This design comes from an exercise in tuning for small area, a short achievable clock period and few clock cycles per item on the open sky130 flow, not from production work.
For this run, only the layout was checked, not whether the RTL still works.

===== flow/config.mk =====
export PLATFORM = sky130hd
export DESIGN_NAME = EC_TOP
export DESIGN_NICKNAME = EC_TOP
export VERILOG_FILES = /design/flow/design.v
export SDC_FILE = /design/flow/constraint.sdc
export NUM_CORES = 4
export LEC_CHECK = 0
export ABC_AREA = 1
export CAP_MARGIN = 20
export CORE_MARGIN = 2
export CORE_UTILIZATION = 55
export CTS_BUF_LIST = sky130_fd_sc_hd__clkbuf_8
export SLEW_MARGIN = 20
export SETUP_SLACK_MARGIN = 32.8
export BUFFER_PORTS_ARGS = -buffer_cell sky130_fd_sc_hd__buf_1

===== flow/constraint.sdc =====
create_clock -name core_clock -period 44.0 [get_ports {clk}]
set_input_delay 8.8000 -clock core_clock [delete_from_list [all_inputs] [get_ports {clk}]]
set_output_delay 8.8000 -clock core_clock [all_outputs]
set_load 0.01 [all_outputs]

===== flow/design.v =====
module INV_IP (
    input  [5:0] p,
    input  [4:0] k,
    output [5:0] y
);
    wire n0;
    wire n1;
    wire n2;
    wire n3;
    wire n4;
    wire n5;
    wire n6;
    wire n7;
    wire n8;
    wire n9;
    wire n10;
    wire n11;
    wire n12;
    wire n13;
    wire n14;
    wire n15;
    wire n16;
    wire n17;
    wire n18;
    wire n19;
    wire n20;
    wire n21;
    wire n22;
    wire n23;
    wire n24;
    wire n25;
    wire n26;
    wire n27;
    wire n28;
    wire n29;
    wire n30;
    wire n31;
    wire n32;
    wire n33;
    wire n34;
    wire n35;
    wire n36;
    wire n37;
    wire n38;
    wire n39;
    wire n40;
    wire n41;
    wire n42;
    wire n43;
    wire n44;
    wire n45;
    wire n46;
    wire n47;
    wire n48;
    wire n49;
    wire n50;
    wire n51;
    wire n52;
    wire n53;
    wire n54;
    wire n55;
    wire n56;
    wire n57;
    wire n58;
    wire n59;
    wire n60;
    wire n61;
    wire n62;
    wire n63;
    wire n64;
    wire n65;
    wire n66;
    wire n67;
    wire n68;
    wire n69;
    wire n70;
    wire n71;
    wire n72;
    wire n73;
    wire n74;
    wire n75;
    wire n76;
    wire n77;
    wire n78;
    wire n79;
    wire n80;
    wire n81;
    wire n82;
    wire n83;
    wire n84;
    wire n85;
    wire n86;
    wire n87;
    wire n88;
    wire n89;
    wire n90;
    wire n91;
    wire n92;
    wire n93;
    wire n94;
    wire n95;
    wire n96;
    wire n97;
    wire n98;
    wire n99;
    wire n100;
    wire n101;
    wire n102;
    wire n103;
    wire n104;
    wire n105;
    wire n106;
    wire n107;
    wire n108;
    wire n109;
    wire n110;
    wire n111;
    wire n112;
    wire n113;
    wire n114;
    wire n115;
    wire n116;
    wire n117;
    wire n118;
    wire n119;
    wire n120;
    wire n121;
    wire n122;
    wire n123;
    wire n124;
    wire n125;
    wire n126;
    wire n127;
    wire n128;
    wire n129;
    wire n130;
    wire n131;
    wire n132;
    wire n133;
    wire n134;
    wire n135;
    wire n136;
    wire n137;
    wire n138;
    wire n139;
    wire n140;
    wire n141;
    wire n142;
    wire n143;
    wire n144;
    wire n145;
    wire n146;
    wire n147;
    wire n148;
    wire n149;
    wire n150;
    wire n151;
    wire n152;
    wire n153;
    wire n154;
    wire n155;
    wire n156;
    wire n157;
    wire n158;
    wire n159;
    wire n160;
    wire n161;
    wire n162;
    wire n163;
    wire n164;
    wire n165;
    wire n166;
    wire n167;
    wire n168;
    wire n169;
    wire n170;
    wire n171;
    wire n172;
    wire n173;
    wire n174;
    wire n175;
    wire n176;
    wire n177;
    wire n178;
    wire n179;
    wire n180;
    wire n181;
    wire n182;
    wire n183;
    wire n184;
    wire n185;
    wire n186;
    wire n187;
    wire n188;
    wire n189;
    wire n190;
    wire n191;
    wire n192;
    wire n193;
    wire n194;
    wire n195;
    wire n196;
    wire n197;
    wire n198;
    wire n199;
    wire n200;
    wire n201;
    wire n202;
    wire n203;
    wire n204;
    wire n205;
    wire n206;
    wire n207;
    wire n208;
    wire n209;
    wire n210;
    wire n211;
    wire n212;
    wire n213;
    wire n214;
    wire n215;
    wire n216;
    wire n217;
    wire n218;
    wire n219;
    wire n220;
    wire n221;
    wire n222;
    wire n223;
    wire n224;
    wire n225;
    wire n226;
    wire n227;
    wire n228;
    wire n229;
    wire n230;
    wire n231;
    wire n232;
    wire n233;
    wire n234;
    wire n235;
    wire n236;
    wire n237;
    wire n238;
    wire n239;
    wire n240;
    wire n241;
    wire n242;
    wire n243;
    wire n244;
    wire n245;
    wire n246;
    wire n247;
    wire n248;
    wire n249;
    wire n250;
    wire n251;
    wire n252;
    wire n253;
    wire n254;
    wire n255;
    wire n256;
    wire n257;
    wire n258;
    wire n259;
    wire n260;
    wire n261;
    wire n262;
    wire n263;
    wire n264;
    wire n265;
    wire n266;
    wire n267;
    wire n268;
    wire n269;
    wire n270;
    wire n271;
    wire n272;
    wire n273;
    wire n274;
    wire n275;
    wire n276;
    wire n277;
    wire n278;
    wire n279;
    wire n280;
    wire n281;
    wire n282;
    wire n283;
    wire n284;
    wire n285;
    wire n286;
    wire n287;
    wire n288;
    wire n289;
    wire n290;
    wire n291;
    wire n292;
    wire n293;
    wire n294;
    wire n295;
    wire n296;
    wire n297;
    wire n298;
    wire n299;
    wire n300;
    wire n301;
    wire n302;
    wire n303;
    wire n304;
    wire n305;
    wire n306;
    wire n307;
    wire n308;
    wire n309;
    wire n310;
    wire n311;
    wire n312;
    wire n313;
    wire n314;
    wire n315;
    wire n316;
    wire n317;
    wire n318;
    wire n319;
    wire n320;
    wire n321;
    wire n322;
    wire n323;
    wire n324;
    wire n325;
    wire n326;
    wire n327;
    wire n328;
    wire n329;
    wire n330;
    wire n331;
    wire n332;
    wire n333;
    wire n334;
    wire n335;
    wire n336;
    wire n337;
    wire n338;
    wire n339;
    wire n340;
    wire n341;
    wire n342;
    wire n343;
    wire n344;
    wire n345;
    wire n346;
    wire n347;
    wire n348;
    wire n349;
    wire n350;
    wire n351;
    wire n352;
    wire n353;
    wire n354;
    wire n355;
    wire n356;
    wire n357;
    wire n358;
    wire n359;
    wire n360;
    wire n361;
    wire n362;
    wire n363;
    wire n364;
    wire n365;
    wire n366;
    wire n367;
    wire n368;
    wire n369;
    wire n370;
    wire n371;
    wire n372;
    wire n373;
    wire n374;
    wire n375;
    wire n376;
    wire n377;
    wire n378;
    wire n379;
    wire n380;
    wire n381;
    wire n382;
    wire n383;
    wire n384;
    wire n385;
    wire n386;
    wire n387;
    wire n388;
    wire n389;
    wire n390;
    wire n391;
    wire n392;
    wire n393;
    wire n394;
    wire n395;
    wire n396;
    wire n397;
    wire n398;
    wire n399;
    wire n400;
    wire n401;
    wire n402;
    wire n403;
    wire n404;
    wire n405;
    wire n406;
    wire n407;
    wire n408;
    wire n409;
    wire n410;
    wire n411;
    wire n412;
    wire n413;
    wire n414;
    wire n415;
    wire n416;
    wire n417;
    wire n418;
    wire n419;
    wire n420;
    wire n421;
    wire n422;
    wire n423;
    wire n424;
    wire n425;
    wire n426;
    wire n427;
    wire n428;
    wire n429;
    wire n430;
    wire n431;
    wire n432;
    wire n433;
    wire n434;
    wire n435;
    wire n436;
    wire n437;
    wire n438;
    wire n439;
    wire n440;
    wire n441;
    wire n442;
    wire n443;
    wire n444;
    wire n445;
    wire n446;
    wire n447;
    wire n448;
    wire n449;
    wire n450;
    wire n451;
    wire n452;
    wire n453;
    wire n454;
    wire n455;
    wire n456;
    wire n457;
    wire n458;
    wire n459;
    wire n460;
    wire n461;
    wire n462;
    wire n463;
    wire n464;
    wire n465;
    wire n466;
    wire n467;
    wire n468;
    wire n469;
    wire n470;
    wire n471;
    wire n472;
    wire n473;
    wire n474;
    wire n475;
    wire n476;
    wire n477;
    wire n478;
    wire n479;
    wire n480;
    wire n481;
    wire n482;
    wire n483;
    wire n484;
    wire n485;
    wire n486;
    wire n487;
    wire n488;
    wire n489;
    wire n490;
    wire n491;
    wire n492;
    wire n493;
    wire n494;
    wire n495;
    wire n496;
    wire n497;
    wire n498;
    wire n499;
    wire n500;
    wire n501;
    wire n502;
    wire n503;
    wire n504;
    wire n505;
    wire n506;
    wire n507;
    wire n508;
    wire n509;
    wire n510;
    wire n511;
    wire n512;
    wire n513;
    wire n514;
    wire n515;
    wire n516;
    wire n517;
    wire n518;
    wire n519;
    assign n0 = (p[0] & p[2]);
    assign n1 = (~p[1] & n0);
    assign n2 = (p[0] & p[1]);
    assign n3 = (~p[2] & n2);
    assign n4 = (p[3] & n3);
    assign n5 = (~k[2] & ~k[3]);
    assign n6 = (~k[4] & n5);
    assign n7 = (n4 & n6);
    assign n8 = (~n1 & ~n7);
    assign n9 = (~k[0] & n5);
    assign n10 = (~k[4] & n9);
    assign n11 = (~n8 & ~n10);
    assign n12 = (~p[3] & n0);
    assign n13 = (~p[4] & ~n12);
    assign n14 = (~n11 & n13);
    assign n15 = (~k[2] & k[3]);
    assign n16 = (~k[4] & n15);
    assign n17 = (~k[0] & ~k[1]);
    assign n18 = (n16 & ~n17);
    assign n19 = (n1 & ~n18);
    assign n20 = (k[0] & ~k[4]);
    assign n21 = (k[1] & ~k[2]);
    assign n22 = (n20 & n21);
    assign n23 = (n19 & ~n22);
    assign n24 = (~k[0] & k[1]);
    assign n25 = (k[2] & ~k[3]);
    assign n26 = (~k[4] & n25);
    assign n27 = (n24 & n26);
    assign n28 = (k[0] & ~k[1]);
    assign n29 = (n16 & n28);
    assign n30 = (~n27 & ~n29);
    assign n31 = (p[2] & n2);
    assign n32 = (n30 & n31);
    assign n33 = (p[3] & p[4]);
    assign n34 = (~n32 & n33);
    assign n35 = (~n23 & n34);
    assign n36 = (p[0] & ~p[2]);
    assign n37 = (~p[1] & n36);
    assign n38 = (~k[3] & ~k[4]);
    assign n39 = (~k[1] & n38);
    assign n40 = (~k[2] & ~k[4]);
    assign n41 = (k[0] & ~k[3]);
    assign n42 = (n40 & n41);
    assign n43 = (~n39 & ~n42);
    assign n44 = (n37 & ~n43);
    assign n45 = (~p[3] & p[4]);
    assign n46 = (~n37 & ~n45);
    assign n47 = (k[2] & ~k[4]);
    assign n48 = (~k[0] & n47);
    assign n49 = (~p[2] & n38);
    assign n50 = (~n48 & n49);
    assign n51 = (n2 & ~n50);
    assign n52 = (~n46 & ~n51);
    assign n53 = (~n44 & n52);
    assign n54 = (n2 & n45);
    assign n55 = (n5 & n28);
    assign n56 = (n54 & ~n55);
    assign n57 = (~n43 & n56);
    assign n58 = (~n53 & ~n57);
    assign n59 = (~n35 & n58);
    assign n60 = (~n14 & n59);
    assign n61 = (~p[5] & ~n60);
    assign n62 = (~p[4] & n4);
    assign n63 = (k[0] & k[1]);
    assign n64 = (~n17 & ~n63);
    assign n65 = (n47 & n64);
    assign n66 = (~n17 & n38);
    assign n67 = (~n47 & ~n66);
    assign n68 = (~n65 & ~n67);
    assign n69 = (~k[2] & ~n64);
    assign n70 = (~k[4] & n17);
    assign n71 = (~k[3] & ~n70);
    assign n72 = (n69 & n71);
    assign n73 = (n16 & ~n63);
    assign n74 = (~n72 & ~n73);
    assign n75 = (~n68 & n74);
    assign n76 = (n62 & ~n75);
    assign n77 = (p[4] & n4);
    assign n78 = (k[3] & k[4]);
    assign n79 = (k[1] & ~n40);
    assign n80 = (~n78 & n79);
    assign n81 = (~n26 & ~n41);
    assign n82 = (~n69 & n81);
    assign n83 = (~n80 & n82);
    assign n84 = (n77 & ~n83);
    assign n85 = (p[3] & ~p[4]);
    assign n86 = (n37 & n85);
    assign n87 = (n17 & n26);
    assign n88 = (~n42 & ~n87);
    assign n89 = (k[1] & k[2]);
    assign n90 = (n38 & n89);
    assign n91 = (~k[1] & n40);
    assign n92 = (~n55 & ~n91);
    assign n93 = (~n90 & n92);
    assign n94 = (n88 & n93);
    assign n95 = (n86 & ~n94);
    assign n96 = (p[5] & ~n95);
    assign n97 = (~n84 & n96);
    assign n98 = (~n76 & n97);
    assign n99 = (~k[3] & k[4]);
    assign n100 = (~n16 & ~n99);
    assign n101 = (k[0] & ~n100);
    assign n102 = (k[3] & ~k[4]);
    assign n103 = (n89 & n102);
    assign n104 = (k[0] & n103);
    assign n105 = (~k[0] & k[4]);
    assign n106 = (~k[2] & k[4]);
    assign n107 = (n105 & n106);
    assign n108 = (~k[1] & n25);
    assign n109 = (~p[3] & ~n108);
    assign n110 = (~n107 & n109);
    assign n111 = (~n104 & n110);
    assign n112 = (~n101 & n111);
    assign n113 = (n24 & n99);
    assign n114 = (~n55 & ~n113);
    assign n115 = (~n87 & n114);
    assign n116 = (~n104 & n115);
    assign n117 = (p[3] & ~n116);
    assign n118 = (p[4] & n1);
    assign n119 = (~k[2] & n24);
    assign n120 = (n21 & n99);
    assign n121 = (~n119 & ~n120);
    assign n122 = (k[0] & n102);
    assign n123 = (~k[0] & n40);
    assign n124 = (~n113 & ~n123);
    assign n125 = (~n122 & n124);
    assign n126 = (~n121 & n125);
    assign n127 = (n118 & ~n126);
    assign n128 = (~n117 & n127);
    assign n129 = (~n112 & n128);
    assign n130 = (k[4] & n108);
    assign n131 = (~k[0] & n130);
    assign n132 = (n31 & n85);
    assign n133 = (k[2] & n122);
    assign n134 = (~k[3] & n21);
    assign n135 = (~n133 & ~n134);
    assign n136 = (n132 & n135);
    assign n137 = (~n131 & n136);
    assign n138 = (~k[2] & n99);
    assign n139 = (~k[1] & n138);
    assign n140 = (~k[0] & n139);
    assign n141 = (~p[3] & n1);
    assign n142 = (~p[4] & n141);
    assign n143 = (n6 & n64);
    assign n144 = (n142 & ~n143);
    assign n145 = (~n140 & n144);
    assign n146 = (~n137 & ~n145);
    assign n147 = (k[3] & n17);
    assign n148 = (~k[4] & n147);
    assign n149 = (~k[0] & n16);
    assign n150 = (~n148 & ~n149);
    assign n151 = (~n90 & n150);
    assign n152 = (~n146 & n151);
    assign n153 = (~n129 & ~n152);
    assign n154 = (n98 & n153);
    assign y[0] = (~n61 & ~n154);
    assign n155 = (~n17 & ~n38);
    assign n156 = (n43 & ~n139);
    assign n157 = (k[0] & n156);
    assign n158 = (~n40 & ~n103);
    assign n159 = (~n157 & n158);
    assign n160 = (~p[4] & n17);
    assign n161 = (~n159 & n160);
    assign n162 = (p[4] & n159);
    assign n163 = (~k[3] & n22);
    assign n164 = (~k[3] & n70);
    assign n165 = (~n78 & ~n164);
    assign n166 = (~n163 & n165);
    assign n167 = (~n162 & n166);
    assign n168 = (~n161 & n167);
    assign n169 = (~n155 & n168);
    assign n170 = (n31 & ~n164);
    assign n171 = (~n169 & n170);
    assign n172 = (k[2] & n17);
    assign n173 = (~n21 & ~n172);
    assign n174 = (n3 & ~n173);
    assign n175 = (k[0] & ~n89);
    assign n176 = (~k[0] & n89);
    assign n177 = (~n175 & ~n176);
    assign n178 = (n37 & ~n177);
    assign n179 = (~n174 & ~n178);
    assign n180 = (n38 & ~n179);
    assign n181 = (n45 & ~n180);
    assign n182 = (~n171 & n181);
    assign n183 = (n1 & ~n88);
    assign n184 = (n85 & ~n183);
    assign n185 = (~k[3] & n91);
    assign n186 = (~n134 & ~n147);
    assign n187 = (n125 & n186);
    assign n188 = (n1 & ~n187);
    assign n189 = (n185 & n188);
    assign n190 = (~p[3] & ~p[4]);
    assign n191 = (n31 & ~n185);
    assign n192 = (n190 & ~n191);
    assign n193 = (~n189 & n192);
    assign n194 = (~n184 & ~n193);
    assign n195 = (~n3 & ~n194);
    assign n196 = (~n15 & n70);
    assign n197 = (~k[0] & n26);
    assign n198 = (~n18 & ~n197);
    assign n199 = (~n196 & n198);
    assign n200 = (n1 & ~n199);
    assign n201 = (~k[1] & n102);
    assign n202 = (k[2] & n201);
    assign n203 = (~k[0] & n202);
    assign n204 = (n38 & ~n172);
    assign n205 = (n31 & ~n204);
    assign n206 = (~n203 & n205);
    assign n207 = (n33 & ~n206);
    assign n208 = (~n200 & n207);
    assign n209 = (~n195 & ~n208);
    assign n210 = (~n182 & n209);
    assign n211 = (~p[5] & ~n210);
    assign n212 = (n141 & ~n168);
    assign n213 = (~k[4] & ~n39);
    assign n214 = (~n175 & ~n213);
    assign n215 = (~n24 & ~n25);
    assign n216 = (n173 & n215);
    assign n217 = (~n214 & ~n216);
    assign n218 = (n3 & ~n217);
    assign n219 = (~n188 & ~n218);
    assign n220 = (n33 & ~n219);
    assign n221 = (~n15 & ~n26);
    assign n222 = (~k[1] & ~n221);
    assign n223 = (~k[4] & n222);
    assign n224 = (~n24 & n138);
    assign n225 = (n28 & n102);
    assign n226 = (~n224 & ~n225);
    assign n227 = (n24 & n38);
    assign n228 = (n62 & ~n227);
    assign n229 = (n226 & n228);
    assign n230 = (~n223 & n229);
    assign n231 = (~n102 & ~n130);
    assign n232 = (k[0] & ~n231);
    assign n233 = (~n22 & ~n120);
    assign n234 = (n132 & n233);
    assign n235 = (~n164 & n234);
    assign n236 = (~n232 & n235);
    assign n237 = (~n148 & n190);
    assign n238 = (n19 & ~n38);
    assign n239 = (n237 & n238);
    assign n240 = (~k[4] & n24);
    assign n241 = (~n55 & ~n201);
    assign n242 = (~n240 & n241);
    assign n243 = (n86 & ~n242);
    assign n244 = (p[5] & ~n243);
    assign n245 = (~n239 & n244);
    assign n246 = (~n236 & n245);
    assign n247 = (~n230 & n246);
    assign n248 = (~n220 & n247);
    assign n249 = (~n212 & n248);
    assign y[1] = (~n211 & ~n249);
    assign n250 = (~n29 & ~n107);
    assign n251 = (~n65 & n250);
    assign n252 = (n156 & n251);
    assign n253 = (n77 & ~n252);
    assign n254 = (n63 & n99);
    assign n255 = (n15 & ~n63);
    assign n256 = (p[3] & ~n255);
    assign n257 = (~n254 & n256);
    assign n258 = (k[1] & n48);
    assign n259 = (~n133 & ~n258);
    assign n260 = (n257 & n259);
    assign n261 = (n118 & ~n260);
    assign n262 = (~n253 & ~n261);
    assign n263 = (~n130 & ~n148);
    assign n264 = (n25 & n63);
    assign n265 = (n5 & n24);
    assign n266 = (~n264 & ~n265);
    assign n267 = (n41 & ~n254);
    assign n268 = (~n20 & ~n47);
    assign n269 = (k[1] & ~n268);
    assign n270 = (~n267 & ~n269);
    assign n271 = (n266 & n270);
    assign n272 = (n263 & n271);
    assign n273 = (~p[3] & ~n272);
    assign n274 = (~n262 & ~n273);
    assign n275 = (k[0] & n16);
    assign n276 = (~n131 & ~n275);
    assign n277 = (n24 & n40);
    assign n278 = (~n103 & ~n277);
    assign n279 = (~n67 & ~n278);
    assign n280 = (~n203 & ~n279);
    assign n281 = (n276 & n280);
    assign n282 = (n132 & ~n281);
    assign n283 = (~n16 & ~n138);
    assign n284 = (n17 & ~n283);
    assign n285 = (~n22 & ~n103);
    assign n286 = (~n65 & n285);
    assign n287 = (~n284 & n286);
    assign n288 = (n86 & ~n287);
    assign n289 = (~n42 & ~n197);
    assign n290 = (~n102 & ~n138);
    assign n291 = (k[1] & ~n290);
    assign n292 = (n289 & ~n291);
    assign n293 = (n62 & ~n292);
    assign n294 = (~n16 & ~n48);
    assign n295 = (n285 & n294);
    assign n296 = (n142 & n295);
    assign n297 = (p[5] & ~n296);
    assign n298 = (~n293 & n297);
    assign n299 = (~n288 & n298);
    assign n300 = (~n282 & n299);
    assign n301 = (~n274 & n300);
    assign n302 = (~p[3] & ~n218);
    assign n303 = (n37 & n289);
    assign n304 = (~n185 & n303);
    assign n305 = (~n10 & n51);
    assign n306 = (n30 & n305);
    assign n307 = (~n304 & ~n306);
    assign n308 = (n302 & n307);
    assign n309 = (n20 & n222);
    assign n310 = (n150 & ~n309);
    assign n311 = (n1 & ~n310);
    assign n312 = (n26 & n28);
    assign n313 = (n5 & ~n28);
    assign n314 = (~k[4] & n313);
    assign n315 = (~n16 & n31);
    assign n316 = (~n314 & n315);
    assign n317 = (~n312 & n316);
    assign n318 = (~n45 & ~n317);
    assign n319 = (~n311 & n318);
    assign n320 = (~p[3] & n40);
    assign n321 = (~p[4] & ~n320);
    assign n322 = (~n319 & ~n321);
    assign n323 = (~n308 & n322);
    assign n324 = (n62 & ~n314);
    assign n325 = (n1 & n85);
    assign n326 = (n143 & n325);
    assign n327 = (~p[5] & ~n326);
    assign n328 = (~n324 & n327);
    assign n329 = (~n323 & n328);
    assign y[2] = (~n301 & ~n329);
    assign n330 = (p[1] & ~n25);
    assign n331 = (k[2] & n28);
    assign n332 = (~k[0] & ~n25);
    assign n333 = (n173 & n332);
    assign n334 = (~n331 & ~n333);
    assign n335 = (~n330 & ~n334);
    assign n336 = (p[1] & k[0]);
    assign n337 = (~k[2] & n336);
    assign n338 = (~k[4] & ~n134);
    assign n339 = (~n337 & n338);
    assign n340 = (~n335 & n339);
    assign n341 = (~p[1] & ~n9);
    assign n342 = (n226 & ~n341);
    assign n343 = (k[4] & ~n342);
    assign n344 = (n36 & ~n343);
    assign n345 = (~n340 & n344);
    assign n346 = (~n28 & n204);
    assign n347 = (n283 & ~n346);
    assign n348 = (n24 & ~n38);
    assign n349 = (n31 & ~n348);
    assign n350 = (~n347 & n349);
    assign n351 = (n85 & ~n350);
    assign n352 = (~n345 & n351);
    assign n353 = (~n225 & n278);
    assign n354 = (~n312 & n353);
    assign n355 = (n1 & ~n354);
    assign n356 = (n190 & ~n355);
    assign n357 = (p[3] & k[0]);
    assign n358 = (~k[4] & n357);
    assign n359 = (~n254 & ~n358);
    assign n360 = (k[2] & ~n359);
    assign n361 = (n1 & ~n163);
    assign n362 = (n106 & n147);
    assign n363 = (p[3] & k[1]);
    assign n364 = (n6 & n363);
    assign n365 = (~n362 & ~n364);
    assign n366 = (n361 & n365);
    assign n367 = (~n360 & n366);
    assign n368 = (~n309 & n367);
    assign n369 = (~k[1] & ~n15);
    assign n370 = (~n48 & n100);
    assign n371 = (~n369 & ~n370);
    assign n372 = (~p[3] & n371);
    assign n373 = (n106 & ~n313);
    assign n374 = (~n131 & ~n373);
    assign n375 = (p[3] & ~n374);
    assign n376 = (~n372 & ~n375);
    assign n377 = (n368 & n376);
    assign n378 = (~n139 & ~n148);
    assign n379 = (~n63 & n66);
    assign n380 = (n21 & n78);
    assign n381 = (k[0] & n380);
    assign n382 = (~n379 & ~n381);
    assign n383 = (n378 & n382);
    assign n384 = (n80 & n176);
    assign n385 = (~n203 & ~n384);
    assign n386 = (n383 & n385);
    assign n387 = (n4 & ~n386);
    assign n388 = (p[4] & ~n387);
    assign n389 = (~n377 & n388);
    assign n390 = (~n356 & ~n389);
    assign n391 = (~n352 & n390);
    assign n392 = (p[5] & ~n391);
    assign n393 = (~n41 & n91);
    assign n394 = (~n163 & ~n393);
    assign n395 = (~n3 & ~n394);
    assign n396 = (n306 & ~n395);
    assign n397 = (n3 & ~n42);
    assign n398 = (n37 & n314);
    assign n399 = (~n397 & ~n398);
    assign n400 = (~n396 & n399);
    assign n401 = (n45 & ~n90);
    assign n402 = (~n400 & n401);
    assign n403 = (n17 & n117);
    assign n404 = (~k[4] & ~n255);
    assign n405 = (n278 & n404);
    assign n406 = (~p[1] & ~n405);
    assign n407 = (p[1] & n369);
    assign n408 = (k[3] & ~n89);
    assign n409 = (n64 & n408);
    assign n410 = (~n407 & ~n409);
    assign n411 = (~k[4] & ~n410);
    assign n412 = (n0 & n33);
    assign n413 = (~n411 & n412);
    assign n414 = (~n406 & n413);
    assign n415 = (~n403 & n414);
    assign n416 = (n62 & n185);
    assign n417 = (~n325 & ~n416);
    assign n418 = (~n42 & ~n417);
    assign n419 = (~p[5] & ~n418);
    assign n420 = (~n415 & n419);
    assign n421 = (~n402 & n420);
    assign y[3] = (~n392 & ~n421);
    assign n422 = (n175 & ~n313);
    assign n423 = (p[1] & ~n422);
    assign n424 = (~n119 & n341);
    assign n425 = (~n423 & ~n424);
    assign n426 = (n266 & ~n425);
    assign n427 = (n412 & ~n426);
    assign n428 = (~p[2] & n89);
    assign n429 = (~n63 & ~n428);
    assign n430 = (~k[3] & ~n429);
    assign n431 = (k[3] & ~n28);
    assign n432 = (~k[2] & ~n41);
    assign n433 = (p[2] & n432);
    assign n434 = (~n431 & n433);
    assign n435 = (~n430 & ~n434);
    assign n436 = (n54 & ~n435);
    assign n437 = (~n427 & ~n436);
    assign n438 = (~k[4] & ~n437);
    assign n439 = (~p[5] & ~n438);
    assign n440 = (~n27 & ~n202);
    assign n441 = (~n275 & n440);
    assign n442 = (~n72 & n441);
    assign n443 = (n62 & ~n442);
    assign n444 = (n28 & ~n100);
    assign n445 = (k[4] & ~n25);
    assign n446 = (~n432 & n445);
    assign n447 = (~n164 & ~n197);
    assign n448 = (~n446 & n447);
    assign n449 = (~n444 & n448);
    assign n450 = (n77 & ~n449);
    assign n451 = (p[5] & ~n450);
    assign n452 = (~n443 & n451);
    assign n453 = (n31 & ~n138);
    assign n454 = (~n149 & n453);
    assign n455 = (~n267 & n454);
    assign n456 = (~n39 & ~n133);
    assign n457 = (~n9 & n456);
    assign n458 = (n303 & n457);
    assign n459 = (~n455 & ~n458);
    assign n460 = (~n70 & n85);
    assign n461 = (~n91 & n460);
    assign n462 = (~n459 & n461);
    assign n463 = (~n139 & n198);
    assign n464 = (~k[0] & ~n463);
    assign n465 = (n456 & ~n464);
    assign n466 = (n142 & ~n465);
    assign n467 = (n16 & n63);
    assign n468 = (~p[3] & n48);
    assign n469 = (~n362 & ~n468);
    assign n470 = (~n467 & n469);
    assign n471 = (n221 & n357);
    assign n472 = (~n240 & ~n363);
    assign n473 = (~n102 & ~n472);
    assign n474 = (~n120 & ~n202);
    assign n475 = (~n473 & n474);
    assign n476 = (~n471 & n475);
    assign n477 = (n470 & n476);
    assign n478 = (n118 & ~n477);
    assign n479 = (~n466 & ~n478);
    assign n480 = (~n462 & n479);
    assign n481 = (n452 & n480);
    assign y[4] = (~n439 & ~n481);
    assign n482 = (~n290 & ~n313);
    assign n483 = (~n371 & n482);
    assign n484 = (n38 & ~n64);
    assign n485 = (~n265 & ~n362);
    assign n486 = (~n484 & n485);
    assign n487 = (~n483 & n486);
    assign n488 = (n45 & ~n487);
    assign n489 = (~n163 & n237);
    assign n490 = (p[5] & ~n489);
    assign n491 = (~n488 & n490);
    assign n492 = (~n119 & ~n134);
    assign n493 = (~n105 & ~n492);
    assign n494 = (~n15 & n20);
    assign n495 = (~n222 & ~n494);
    assign n496 = (~n493 & n495);
    assign n497 = (n4 & ~n496);
    assign n498 = (p[3] & ~n119);
    assign n499 = (~n107 & ~n380);
    assign n500 = (n498 & n499);
    assign n501 = (k[2] & n147);
    assign n502 = (~n130 & ~n501);
    assign n503 = (n500 & n502);
    assign n504 = (n1 & ~n503);
    assign n505 = (~n85 & ~n504);
    assign n506 = (~n497 & n505);
    assign n507 = (n3 & n268);
    assign n508 = (~n29 & ~n104);
    assign n509 = (n37 & ~n508);
    assign n510 = (~n507 & ~n509);
    assign n511 = (~n313 & ~n510);
    assign n512 = (~n28 & n138);
    assign n513 = (n25 & n28);
    assign n514 = (~n73 & ~n513);
    assign n515 = (~n512 & n514);
    assign n516 = (n31 & ~n515);
    assign n517 = (n85 & ~n516);
    assign n518 = (~n511 & n517);
    assign n519 = (~n506 & ~n518);
    assign y[5] = (n491 & n519);
endmodule
module EC_TOP(
    clk, rst_n, in_valid,
    in_Px, in_Py, in_Qx, in_Qy, in_prime, in_a,
    out_valid, out_Rx, out_Ry
);
    input clk, rst_n, in_valid;
    input [6-1:0] in_Px, in_Py, in_Qx, in_Qy, in_prime, in_a;
    output reg out_valid;
    output reg [6-1:0] out_Rx, out_Ry;
    reg c1, c2, c3, c4;
    always @(posedge clk or negedge rst_n) begin
        if (!rst_n) begin
            c1 <= 1'b0; c2 <= 1'b0; c3 <= 1'b0; c4 <= 1'b0; out_valid <= 1'b0;
        end else begin
            c1 <= in_valid;
            c2 <= c1;
            c3 <= c2;
            c4 <= c3;
            out_valid <= c4;
        end
    end
    wire      in_dbl = (in_Px == in_Qx);
    reg [5:0] p, px, qx, npy;
    always @(posedge clk) begin
        if (in_valid) begin
            p   <= in_prime;
            px  <= in_Px;
            qx  <= in_Qx;
            npy <= in_prime - in_Py;
        end
    end
    reg [5:0] cq;                
    reg       dbl, cadd;         
    always @(posedge clk) begin
        cq   <= !in_valid ? 6'd0 : in_dbl ? in_a : in_Qy;
        dbl  <= in_dbl;
        cadd <= in_valid & !in_dbl;
    end
    wire [7:0] d    = dbl ? ({2'b0, p} - {1'b0, npy, 1'b0}) : ({2'b0, qx} - {2'b0, px});
    wire       dneg = d[7];
    wire [5:0] dabs = dneg ? (6'd0 - d[5:0]) : d[5:0];
    wire       dodd = d[0];
    wire [5:0] xo   = dodd ? dabs : (p - dabs);
    wire [5:0] jh;
    INV_IP u_inv (.p(p), .k(xo[5:1]), .y(jh));
    wire [5:0] jv   = (dneg ^ !dodd) ? (p - jh) : jh;
    reg  [7:0] ra;               
    reg  [5:0] rb;               
    wire [7:0] k3a = {1'b0, p, 1'b0};
    wire [7:0] k3b = {2'b11, ~px};
    wire [7:0] k3c = {2'b11, ~qx};
    wire [7:0] k3s;
    EC_RCA #(8) u_k3 (.a(k3a ^ k3b ^ k3c), .b({((k3a & k3b) | (k3a & k3c) | (k3b & k3c)), 1'b0}),
                      .ci(1'b1), .s(k3s));
    wire [6:0] k3  = k3s[6:0] + 7'd1;
    wire [7:0] k4  = {2'b0, npy} + (yq[6] ? ra : 8'd0);    
    wire [7:0] mk  = c3 ? {1'b0, k3} : c4 ? k4 : 8'd0;
    wire [7:0] ya  = {2'b0, px};
    wire [7:0] yb  = {2'b0, p};
    wire [7:0] yc  = {2'b11, ~out_Rx};
    wire [7:0] yq;
    EC_RCA #(8) u_yq (.a(ya ^ yb ^ yc), .b({((ya & yb) | (ya & yc) | (yb & yc)), 1'b0}),
                      .ci(1'b1), .s(yq));
    wire [5:0] my  = c4 ? {yq[5:1], ~(px[0] ^ out_Rx[0])} : rb;
    wire [8:0] sa [0:6];
    wire [8:0] sb [0:6];
    assign sa[0] = {3'b0, cq};
    assign sb[0] = {3'b0, cadd ? npy : 6'd0};
    genvar i;
    generate
        for (i = 0; i < 6; i = i + 1) begin : it
            wire [8:0] v3 = my[i] ? {1'b0, ra} : 9'd0;
            wire       m  = sa[i][0] ^ sb[i][0] ^ v3[0];
            wire [8:0] v4 = m ? {3'b0, p} : 9'd0;
            wire [8:0] s1 = sa[i] ^ sb[i] ^ v3;
            wire [8:0] k1 = (sa[i] & sb[i]) | (sa[i] & v3) | (sb[i] & v3);
            wire [8:0] c1s = {k1[7:0], 1'b0};
            wire [8:0] s2 = s1 ^ c1s ^ v4;
            wire [8:0] k2 = (s1 & c1s) | (s1 & v4) | (c1s & v4);
            assign sa[i+1] = {1'b0, s2[8:1]};
            assign sb[i+1] = k2;
        end
    endgenerate
    wire [8:0] ua  = sa[6];
    wire [8:0] ub  = sb[6];
    wire [8:0] uk  = {1'b0, mk};
    wire [8:0] np1, np3;                                    
    EC_RCA #(9) u_np1 (.a(~{3'b0, p}), .b(9'd0), .ci(1'b1), .s(np1));
    EC_RCA #(9) u_np3 (.a(np1), .b({np1[7:0], 1'b0}), .ci(1'b0), .s(np3));
    wire [8:0] np2 = {np1[7:0], 1'b0};
    wire [8:0] a1  = ua ^ ub ^ uk;
    wire [8:0] b1  = {((ua[7:0] & ub[7:0]) | (ua[7:0] & uk[7:0]) | (ub[7:0] & uk[7:0])), 1'b0};
    wire [8:0] r0  = a1 + b1;
    wire [8:0] r1  = (a1 ^ b1 ^ np1) + {((a1[7:0] & b1[7:0]) | (a1[7:0] & np1[7:0]) | (b1[7:0] & np1[7:0])), 1'b0};
    wire [8:0] r2  = (a1 ^ b1 ^ np2) + {((a1[7:0] & b1[7:0]) | (a1[7:0] & np2[7:0]) | (b1[7:0] & np2[7:0])), 1'b0};
    wire [8:0] r3  = (a1 ^ b1 ^ np3) + {((a1[7:0] & b1[7:0]) | (a1[7:0] & np3[7:0]) | (b1[7:0] & np3[7:0])), 1'b0};
    wire [5:0] res = !r3[8] ? r3[5:0] : !r2[8] ? r2[5:0] : !r1[8] ? r1[5:0] : r0[5:0];
    wire [6:0] e1 = {1'b0, ra[5:0]};
    wire [7:0] g1 = {e1, 1'b0} - {2'b0, p};
    wire [5:0] f1 = g1[7] ? {e1[4:0], 1'b0} : g1[5:0];
    wire [7:0] g2 = {1'b0, f1, 1'b0} - {2'b0, p};
    wire [5:0] f2 = g2[7] ? {f1[4:0], 1'b0} : g2[5:0];
    wire [7:0] g3 = {1'b0, f2, 1'b0} - {2'b0, p};
    wire [5:0] f3 = g3[7] ? {f2[4:0], 1'b0} : g3[5:0];
    wire [7:0] ra_o = in_valid ? ({2'b0, in_Px} + {1'b0, in_Px, 1'b0}) : {2'b0, f3};
    wire [5:0] rb_o = in_valid ? (in_dbl ? in_Px : 6'd0) : jv;
    always @(posedge clk) begin
        ra <= (c1 | c2) ? {2'b0, res} : ra_o;
        rb <= c2 ? res : rb_o;
        out_Ry <= res;
        if (c3) out_Rx <= res;
    end
endmodule
module EC_RCA #(parameter W = 8) (
    input  [W-1:0] a,
    input  [W-1:0] b,
    input          ci,
    output [W-1:0] s
);
    wire [W:0] c;
    assign c[0] = ci;
    genvar k;
    generate
        for (k = 0; k < W; k = k + 1) begin : bit_
            assign s[k]   = a[k] ^ b[k] ^ c[k];
            assign c[k+1] = (a[k] & b[k]) | (a[k] & c[k]) | (b[k] & c[k]);
        end
    endgenerate
endmodule

===== flow/flow/run.sh =====
#!/bin/bash
set -euo pipefail
TARGET_NS=$(cat flow/target_ns)
MARGIN=$(python3 -c "print(round(${FLOW_PERIOD_NS} - ${TARGET_NS}, 3))")
echo "export SETUP_SLACK_MARGIN = ${MARGIN}" >> config.mk
echo "export BUFFER_PORTS_ARGS = -buffer_cell sky130_fd_sc_hd__buf_1" >> config.mk
bash standard.sh > standard_make.log 2>&1

===== flow/flow/target_ns =====
11.2

===== flow/standard.sh =====
#!/bin/bash
# synth_recipe.tcl (not shown) runs the flow's synth.tcl, then flattens the netlist and writes it again
# the make line also repeats each setting of config.mk as NAME=value (left out here)
make -C /OpenROAD-flow-scripts/flow DESIGN_CONFIG=/design/flow/config.mk WORK_HOME=/design/flow/orfs CLKGATE_MAP_FILE= SYNTH_SCRIPT=/design/flow/synth_recipe.tcl "${@:-finish}"

==> impl_metrics.ini <==
[status]
status = finished clean

[route]
vias = 11500
drtPass1Iterations = 7
routed_wl_um = 41100
route.detailed.drc = 0
drt_iter0_drc = 1107
wl_per_cell_um = 20.8
via_per_inst = 5.82
ant_nets = 0

[floorplanning]
core_area_sq_mm = 0.0211
row_count = 53
fp.dieH_um = 151
die-area_sq_mm = 0.0227
initial_core_util = 0.562
die_w_um = 151
ioPinCount = 52

[timing]
slew_headroom = 0.385
final.period_utilization = 0.258
fin_skew_ps = 13.9
period_needed_ps = 11360
tightest_slew_ps = 919
hold_viol = 0
fin_tns_setup_ps = 0
max_freq_mhz = 88.1
rsz0062_at_grt = true
setup_viol = 0
final-max-slew-violation-count = 0

[critical_path]
r2r-end = out_Rx[3]
reg2regPathDepth = 50
start_kind = register
slowest_stage = fa_1
r2r-start = px[0]
crit_required_ps = 44120
r2r_slack_ps = 32640
crit_top_cell = fa_1
worstPathArrival_ps = 11480
path_max_fanout = 4
max_stage_delay_ps = 600
endpoint_kind = register
worstSetupPathType = reg -> reg

[clocking]
root_buffer = clkbuf_8
path_clk_slew_ps = 80
cts_tree = yes
ctsHoldBuffers = 0
clockBufferDepth = 2
clkLatencyLatePin_ps = 360
cts_buffers = 9
clkSinkCount = 63
htree_num_levels = 3

[worst_hold_path]
worst_hold_path.endpoint = c2
min_from = c1
min_path_cells = 0
hp-class = reg -> reg

[cells_and_area]
final_util = 0.621
drive_above_1_share = 0.116
area_growth_pct = 10.5
diodes = 0
finish.net_count = 1987
finalInstanceArea_sq_mm = 0.0131

[global_routing]
grt_max_degree = 36
grt_pass1_wl_um = 62800
grt_pass1_vias = 11400
overflow = 0
track_usage = 0.369
grt_antenna_before_repair = 0

[logic_synthesis]
synth_seq_area_share = 0.134
async_reset_ff_frac = 0.0794
synthFlopType = edfxtp_1
yosys-top-cells-count = nand2_1 (350), inv_1 (292), nor2_1 (153)
synth_top_cell_by_area = fa_1
synth_cells = 1612
synth-seq-cells = 63
yosysWarnings = 3
yosysMostFrequentCell = nand2_1
syn_avg_cell_area_sq_um = 7.35
ys_types = 59
syn_nets = 1901
synth_area_leaders = fa_1 (23%), ha_1 (12%), nand2_1 (11%)
synth_top_area_frac = 0.227
synth_area_sq_mm = 0.0118
synth-edff-count = 30

[placed_design]
numPortBuffers = 51
place.gp.congestion = 1.01
hpwlAfterDp_um = 33000
placed_area_sq_mm = 0.0123

[run]
max-cap-violations = 0
## critical path, delay by kind of cell, from the launching register on
family | cells | cell delay (ps)
adders and majority gates | 17 | 7710
buffers and inverters | 16 | 1430
and+or+nand+nor | 11 | 1030
AOI/OAI and AO/OA | 6 | 530
DFF | 1 | 440
## worst max path at each step
stage	startpoint	to	slack, ps	cells after the start
2_1_floorplan	p[0]	ra[3]	32800	52
3_3_place_gp	p[1]	ra[3]	32190	50
3_5_place_dp	c4	ra[3]	31810	49
4_1_cts	px[0]	ra[3]	32780	50
5_1_grt	px[0]	ra[3]	32410	50
6_report	px[0]	out_Rx[3]	32640	50
## metal layers
layer	vias to the layer above	global-route usage	wire, um
met2	598	0.617	19400
li1	5273	-	-
met5	-	0	0
met3	187	0.0518	3310
met4	0	0.198	2610
met1	5450	0.463	15700
## state kept, by name (all words and copies together) (netlist names), 6 cells and up
signal / count
cq: 6
qx: 6
out_Rx: 6
px: 6
out_Ry: 6
p: 6
npy: 6
ra: 8
rb: 6
## cell type report
type / instances / area [sq um]
clock buffer: 9 / 124
clock inverter: 7 / 105
fill: 1916 / 8000
inverter: 308 / 1170
multi-input combinational: 1216 / 9180
sequential: 63 / 1590
tap: 275 / 344
timing repair buffer: 100 / 576
## logic make-up (layout without fill, tap and decap cells)
kind of cell,Yosys count,after routing,share of synthesized area
mux,1,1,0.000845
xor+xnor,61,61,0.0451
flops,63,63,0.134
buf+inv,333,424,0.111
simple gates,674,674,0.247
fa+ha+maj,250,250,0.349
compound gates,230,230,0.113
## metrics by stage
step           hold slack [ps]  instances  setup WS, ps
6_report                   387       1978         32640
2_1_floorplan              355       1612         32800
5_1_grt                    401       1978         32410
4_1_cts                    391       1965         32780
3_3_place_gp               366       1925         32190
3_5_place_dp               377       1925         31810
## timing repair
action	CTS	global route
endpoints found under the setup margin	24	24
resized for setup	42	49
pin swaps	28	42
setup buffers	24	13
## cells in the final DEF, fill, tap and decap left out, types with 25 or more instances in the layout
cell	synthesis	layout
a21oi_1	82	79
buf_1	0	50
buf_4	3	45
dfxtp_1	28	28
edfxtp_1	30	30
fa_1	134	129
ha_1	116	112
inv_1	292	271
inv_2	14	33
nand2_1	350	338
nand3_1	88	85
nand4_1	25	25
nor2_1	153	144
o21ai_0	74	65
xor2_1	39	39

static timing again, ports no longer ideal:
The results above use ideal ports. As a check the final layout listed here was re-extracted and re-timed, cells and wires unchanged.
Step 1 sets driving cells, clkbuf_16 on the clock port and buf_2 on the other inputs (assumed; they add their load-dependent delay and slew).
Step 2, shift: input delay + t, output delay - t, t = (earliest + latest rising clock arrival at the registers) / 2. This alone moves slack from input paths to output paths.
Slacks: ideal / step 1 / step 2; pairs: ideal / step 1.
t, ns: 0.387
setup slack, ns: 32.645 / 32.645 / 32.503
hold WS [ns]: 0.387 / 0.387 / 0.387
After both steps setup and hold are still met in this run. For this run, drivers alone change the setup slack by 0.000 ns; drivers and shift together by -0.142 ns.
